This is an optimization exercise on Yosys and OpenROAD, whose aim is small area, not a production implementation. In this exercise RTL edits were held to simulation tests only and were not proved equivalent to the original. Power is estimated from default activity; no workload was simulated.

==> inputs of wip/delta <==
Design NEO, start of the top module:
module NEO (Enable, Load, clk, rst, Full, Data_out, Data_in, write_en);
  input Enable, Load, clk, Full, rst;
  input signed [15:0] Data_in;
  output signed [31:0] Data_out;
  output write_en;
  reg state;
  wire start = state & ~Full;
  assign write_en = start & Load;
  always @(posedge clk or posedge rst)
    if (rst) state <= 1'b0;
    else if (state) state <= ~Full;
    else state <= Enable;
  reg signed [15:0] PP, Prev, Current, Ahead;
  wire [31:0] psi;
  always @(posedge clk)
    if (rst) begin
      PP <= 0; Prev <= 0; Current <= 0; Ahead <= 0;
    end else if (start) begin
      PP <= Prev; Prev <= Current; Current <= Ahead; Ahead <= Data_in;
    end
  assign Data_out = psi;
  wire n0 = Prev[1] & ~Prev[0];
  wire n1 = Prev[2] ^ Prev[1];
  wire n2 = (Prev[3] & ~Prev[2] & ~Prev[1]) | (~Prev[3] & Prev[2] & Prev[1]);
  wire n3 = ~(~Prev[3] & (Prev[2] | Prev[1]));
  wire n4 = ~(Prev[0] ^ n3);
  wire n5 = ~(Prev[1] ^ n3);
  wire n6 = ~n3;
  wire n7 = Prev[4] ^ Prev[3];
  wire n8 = (Prev[5] & ~Prev[4] & ~Prev[3]) | (~Prev[5] & Prev[4] & Prev[3]);
  wire n9 = ~(~Prev[5] & (Prev[4] | Prev[3]));
  wire n10 = ~(Prev[0] ^ n9);
  wire n11 = ~(Prev[1] ^ n9);
  wire n12 = ~(Prev[2] ^ n9);
  wire n13 = ~(Prev[3] ^ n9);
  wire n14 = ~n9;
  ...
clock: 9.0 ns
lec_check: 0
cap_margin: 20
core_margin: 2
core_utilization: 60
place_density: 0.75
slew_margin: 20
synth_hierarchical: 1
standard.sh (not shown) runs the stock make flow with config.mk's settings and CLKGATE_MAP_FILE= SYNTH_SCRIPT=/design/flow/synth_recipe.tcl, a recipe that flattens the netlist after the stock synthesis.
==> flow/flow/run.sh <==
#!/bin/bash
# Own layout flow: the standard ORFS flow (standard.sh, unchanged
# synthesis), with these changes to the layout steps:
#  - port buffers use the smallest buffer cell (every port still gets one);
#  - ABC's buffers are removed at floorplan and global placement is not
#    timing driven (no gain-based rebuffering; timing repair still runs);
#  - clock tree built from small clock buffers, without dummy loads;
#  - no repair after global routing (its parasitic estimate is pessimistic);
#    instead the post-CTS timing repair aims 0.1 ns above zero slack.
# Each step's output goes to its own log here; ORFS's own logs are under orfs/logs.
set -euo pipefail
export BUFFER_PORTS_ARGS="-buffer_cell sky130_fd_sc_hd__buf_1"
export REMOVE_ABC_BUFFERS=1
export GPL_TIMING_DRIVEN=0
export SKIP_INCREMENTAL_REPAIR=1
export SETUP_SLACK_MARGIN=0.1
export CTS_ARGS="-sink_clustering_enable -repair_clock_nets -dont_use_dummy_load -buf_list sky130_fd_sc_hd__clkbuf_4 -root_buf sky130_fd_sc_hd__clkbuf_8"
bash standard.sh synth > synth.log 2>&1
bash standard.sh finish > layout.log 2>&1
==> inputs of wip/ember, as changes to wip/delta <==
==> flow/flow/run.sh (replaced) <==
#!/bin/bash
# Own layout flow: the standard ORFS flow (standard.sh, unchanged
# synthesis), with these changes to the layout steps:
#  - port buffers use the smallest buffer cell (every port still gets one);
#  - ABC's buffers are removed at floorplan and global placement is not
#    timing driven (no gain-based rebuffering; timing repair still runs);
#  - clock tree built from small clock buffers, without dummy loads.
# Each step's output goes to its own log here; ORFS's own logs are under orfs/logs.
set -euo pipefail
export BUFFER_PORTS_ARGS="-buffer_cell sky130_fd_sc_hd__buf_1"
export REMOVE_ABC_BUFFERS=1
export GPL_TIMING_DRIVEN=0
export SKIP_INCREMENTAL_REPAIR=1
export SKIP_CTS_REPAIR_TIMING=1
export CTS_ARGS="-sink_clustering_enable -repair_clock_nets -dont_use_dummy_load -buf_list sky130_fd_sc_hd__clkbuf_4 -root_buf sky130_fd_sc_hd__clkbuf_8"
bash standard.sh synth > synth.log 2>&1
bash standard.sh finish > layout.log 2>&1
CORE_UTILIZATION = 40   (was 60)
PLACE_DENSITY = unset   (was 0.75)
==> inputs of wip/yarrow, as changes to wip/delta <==
CORE_UTILIZATION = 40   (was 60)
PLACE_DENSITY = unset   (was 0.75)
==> comparison table <==
quantity	wip/delta	wip/yarrow	wip/ember
Total clock network power	0.186 mW	0.185 mW	0.184 mW
Result of the run	finished clean	finished clean	failed layout checks
Layout check failures	-	-	negative setup slack
Buffers plus inverters on the worst setup path	4	5	2
Final count of negative-setup-slack endpoints	0	0	16
Half-perimeter wire length after placement	21660 um	22820 um	22820 um
Number of standard-cell rows in the floorplan	51	62	62
Setup TNS after final layout	0 ns	0 ns	-6.970 ns
Worst Skew	0.02401 ns	0.02010 ns	0.01985 ns
Relative contribution of sequential cells to total power	32.3%	32.3%	32.7%
Total global routing track utilization	28.25%	19.21%	19.18%
Switching power share of the total	39.70%	39.94%	39.92%
Routed wirelength normalized by instance count	18.79 um	17.83 um	17.81 um
Cell count after placement	1465	1584	1584
Post-Route M1 WL	11900 um	12860 um	12820 um
Routed length on met3	1452 um	1238 um	1287 um
Met1 Track Usage GR	37.83%	25.62%	25.52%
Clock latency on the worst-skew pair	0.36 ns	0.34 ns	0.34 ns

==> separate check: timing with driven ports <==
How much do the figures lean on ideal ports? The routed layouts below were timed once more, with nothing changed but the port constraints. Step 1: set_driving_cell puts a clkbuf_16 on clk and a buf_2 on each other input, an assumption about the parent block. Step 2 times the ports against the registers' clock, not the clock port: input delays grow and output delays shrink by t, the midpoint of the rising clock arrivals with the driver on. a / b / c = ideal ports / drivers / drivers and shift; a / b = the first two.
| run | t (ns) | slack for setup (ns) | worst setup path at the end | slew at the worst register clock pin (ns) |
|---|---|---|---|---|
| wip/delta | 0.374 | 0.155 / 0.124 / 0.498 | register to output | 0.08 / 0.08 |
| wip/ember | 0.367 | -0.719 / -0.753 / -0.385 | register to output | 0.07 / 0.07 |
| wip/yarrow | 0.369 | 0.211 / 0.178 / 0.547 | register to output | 0.07 / 0.07 |
